Source: an optimization exercise on an open RTL-to-GDS flow (aim: small area, a short achievable clock period and few clock cycles per item). Production flows keep margins and buffers that such runs may drop.
In this exercise RTL edits were held to simulation tests only and were not proved equivalent to the original.
Power is estimated from default activity; no workload was simulated.

Setup of run A:
## mac
module mac (
    input  wire        clk,
    input  wire        rst,
    input  wire [31:0] x,
    input  wire [31:0] y,
    input  wire        start,
    output wire [31:0] z,
    output wire        busy
  );
Size: roughly 38 flip-flops, roughly 100 I/O pins.
Settings: LEC_CHECK=0, CAP_MARGIN=20, CORE_MARGIN=2, CORE_UTILIZATION=40, CTS_BUF_LIST=sky130_fd_sc_hd__clkbuf_8, SETUP_SLACK_MARGIN=2.3, SLEW_MARGIN=20, SYNTH_HIERARCHICAL=1, SYNTH_MINIMUM_KEEP_SIZE=0; clock period 7.0 ns.
standard.sh (not shown) runs the stock make flow with config.mk's settings and CLKGATE_MAP_FILE= SYNTH_SCRIPT=/design/flow/synth_recipe.tcl, a recipe that flattens the netlist after the stock synthesis.
==> flow/flow/run.sh <==
#!/bin/bash
# The standard layout (standard.sh), with port buffers of the given cell instead
# of the one buffer_ports picks by default.  make's output goes to standard.log;
# ORFS keeps each step's log under orfs/logs.
set -euo pipefail
export BUFFER_PORTS_ARGS="-buffer_cell sky130_fd_sc_hd__buf_2"
bash standard.sh > standard.log 2>&1
Testbench counts of run A, summed over its fixed seeds: cycles 512, items 512.
For run B, these inputs were changed with respect to run A:
# run A
export LEC_CHECK = 0
export CAP_MARGIN = 20
export CORE_MARGIN = 2
export CORE_UTILIZATION = 40
export CTS_BUF_LIST = sky130_fd_sc_hd__clkbuf_8
export SETUP_SLACK_MARGIN = 2.3
export SLEW_MARGIN = 20
export SYNTH_HIERARCHICAL = 1
export SYNTH_MINIMUM_KEEP_SIZE = 0
create_clock -name core_clock -period 7.0 [get_ports {clk}]
# run B
export LEC_CHECK = 0
export CAP_MARGIN = 20
export CORE_MARGIN = 2
export CORE_UTILIZATION = 40
export GPL_ROUTABILITY_DRIVEN = 0
export SETUP_SLACK_MARGIN = 2.3
export SLEW_MARGIN = 20
export SYNTH_HIERARCHICAL = 1
export SYNTH_MINIMUM_KEEP_SIZE = 0
create_clock -name core_clock -period 7.0 [get_ports {clk}]
[summary]
- In the metrics for run A and run B, the one carrying the higher worst slack after detailed placement is run A.
- Run B has first-pass GRT wire length below what run A had.
- In terms of count of unique library cells instantiated by Yosys, run A and run B differ only marginally.
- Compared with run A, run B is hungrier on power.
- [diff] smallest hold slack, run B relative to run A: improvement
- Routed wire length on met2 (run B vs. run A) increases by a few percent
- The final reports for run B and run A show fraction of area in multi-input gates lower in the former.
- Run B vs run A — cell leakage power rose 0.93%.
- Clock share of power: higher on run B
- Wire length (run B vs. run A) increases by a few percent
--- input diff run B..run C ---
# run B
export LEC_CHECK = 0
export CAP_MARGIN = 20
export CORE_MARGIN = 2
export CORE_UTILIZATION = 40
export GPL_ROUTABILITY_DRIVEN = 0
export SETUP_SLACK_MARGIN = 2.3
export SLEW_MARGIN = 20
export SYNTH_HIERARCHICAL = 1
export SYNTH_MINIMUM_KEEP_SIZE = 0
create_clock -name core_clock -period 7.0 [get_ports {clk}]
# run C
export LEC_CHECK = 0
export CAP_MARGIN = 20
export CORE_MARGIN = 2
export CORE_UTILIZATION = 40
export SETUP_SLACK_MARGIN = 2.45
export SLEW_MARGIN = 20
export SYNTH_HIERARCHICAL = 1
export SYNTH_MINIMUM_KEEP_SIZE = 0
create_clock -name core_clock -period 7.0 [get_ports {clk}]
Notes after the runs:
Summary of run C over run B: worst setup slack went up 0.16 ns, data arrival time of the worst path went down 0.16 ns, cell count went up 0.32%.
Both conditions hold for run C: the flow ran to the end and the final layout passed the timing, design-rule and antenna checks.
Input-level comparison between run D and run C:
# run C
export LEC_CHECK = 0
export CAP_MARGIN = 20
export CORE_MARGIN = 2
export CORE_UTILIZATION = 40
export SETUP_SLACK_MARGIN = 2.45
export SLEW_MARGIN = 20
export SYNTH_HIERARCHICAL = 1
export SYNTH_MINIMUM_KEEP_SIZE = 0
create_clock -name core_clock -period 7.0 [get_ports {clk}]
# run D
export LEC_CHECK = 0
export CAP_MARGIN = 20
export CORE_MARGIN = 2
export CORE_UTILIZATION = 40
export SETUP_SLACK_MARGIN = 2.3
export SLEW_MARGIN = 20
export SYNTH_HIERARCHICAL = 1
export SYNTH_MINIMUM_KEEP_SIZE = 0
create_clock -name core_clock -period 7.0 [get_ports {clk}]
Notes after the runs:
| utilization of the core after routing | lower: run D |
Going from run C to run D, switching share of power now larger, number of filler cells placed in the layout has increased.
For run E, these inputs were changed with respect to run D:
# run D
export LEC_CHECK = 0
export CAP_MARGIN = 20
export CORE_MARGIN = 2
export CORE_UTILIZATION = 40
export SETUP_SLACK_MARGIN = 2.3
export SLEW_MARGIN = 20
export SYNTH_HIERARCHICAL = 1
export SYNTH_MINIMUM_KEEP_SIZE = 0
create_clock -name core_clock -period 7.0 [get_ports {clk}]
# run E
export LEC_CHECK = 0
export CAP_MARGIN = 20
export CORE_MARGIN = 2
export CORE_UTILIZATION = 40
export SETUP_SLACK_MARGIN = 2.4
export SLEW_MARGIN = 20
export SYNTH_HIERARCHICAL = 1
export SYNTH_MINIMUM_KEEP_SIZE = 0
create_clock -name core_clock -period 7.0 [get_ports {clk}]
--- a/flow/flow/run.sh
+++ b/flow/flow/run.sh
@@ -5,3 +5,3 @@
 set -euo pipefail
-export BUFFER_PORTS_ARGS="-buffer_cell sky130_fd_sc_hd__buf_2"
+export BUFFER_PORTS_ARGS="-buffer_cell sky130_fd_sc_hd__buf_1"
 bash standard.sh > standard.log 2>&1
[summary]
Run E vs run D — core utilization rose 0.74 points. From run E to run D, number of buffers added to fix hold violations after cts did not move at all. [compare] base=run D new=run E: number of rows in the core area ~0 delta, total of fill cells in the finished design -0.79%, hold slack ~0 delta, sequential cell area ~0 delta. Setup fix buffers added after clock tree synthesis, run E and run D: lower on run D. Run E: full flow OK, the timing, design-rule and antenna checks passed.
> inputs changed (run E -> run F)
# run E
export LEC_CHECK = 0
export CAP_MARGIN = 20
export CORE_MARGIN = 2
export CORE_UTILIZATION = 40
export SETUP_SLACK_MARGIN = 2.4
export SLEW_MARGIN = 20
export SYNTH_HIERARCHICAL = 1
export SYNTH_MINIMUM_KEEP_SIZE = 0
create_clock -name core_clock -period 7.0 [get_ports {clk}]
# run F
export LEC_CHECK = 0
export CAP_MARGIN = 20
export CORE_MARGIN = 2
export CORE_UTILIZATION = 40
export SETUP_SLACK_MARGIN = 2.35
export SLEW_MARGIN = 20
export SYNTH_HIERARCHICAL = 1
export SYNTH_MINIMUM_KEEP_SIZE = 0
create_clock -name core_clock -period 7.0 [get_ports {clk}]
--- a/flow/flow/run.sh
+++ b/flow/flow/run.sh
@@ -5,3 +5,3 @@
 set -euo pipefail
-export BUFFER_PORTS_ARGS="-buffer_cell sky130_fd_sc_hd__buf_1"
+export BUFFER_PORTS_ARGS="-buffer_cell sky130_fd_sc_hd__buf_2"
 bash standard.sh > standard.log 2>&1
==> comparison <==
- The total clock network power number comes out higher for run E vs run F.
- When the final numbers for run E and run F were put side by side, the clock power share turned out to be greater in run E.
- Setup slack in run F is smaller than in run E.

[static timing again, ports no longer ideal]
The flow's constraints put no driver on any port. The routed layouts listed below were extracted and timed again, unchanged, in two steps.
Step 1, drivers: a clkbuf_16 drives clk and a buf_2 each remaining input, both assumed.
Step 2 also shifts input and output timing later by t, the mid clock arrival at the registers, as if the neighbouring blocks saw the same clock.
Slacks: ideal ports / drivers / drivers and shift; pairs: ideal ports / drivers.
| run | t, ns | setup WS [ns] | worst setup path after step 2 |
|---|---|---|---|
| run A | 0.346 | 2.394 / 2.387 / 2.041 | input to register |
| run B | 0.334 | 2.350 / 2.357 / 2.024 | input to register |
| run C | 0.331 | 2.505 / 2.508 / 2.177 | input to register |
| run D | 0.329 | 2.410 / 2.418 / 2.089 | input to register |
| run E | 0.336 | 2.456 / 2.465 / 2.129 | input to register |
| run F | 0.335 | 2.395 / 2.416 / 2.081 | input to register |
After both steps setup and hold are still met in every run listed. For run A, which loses most, drivers alone change the setup slack by -0.007 ns; drivers and shift together by -0.353 ns.
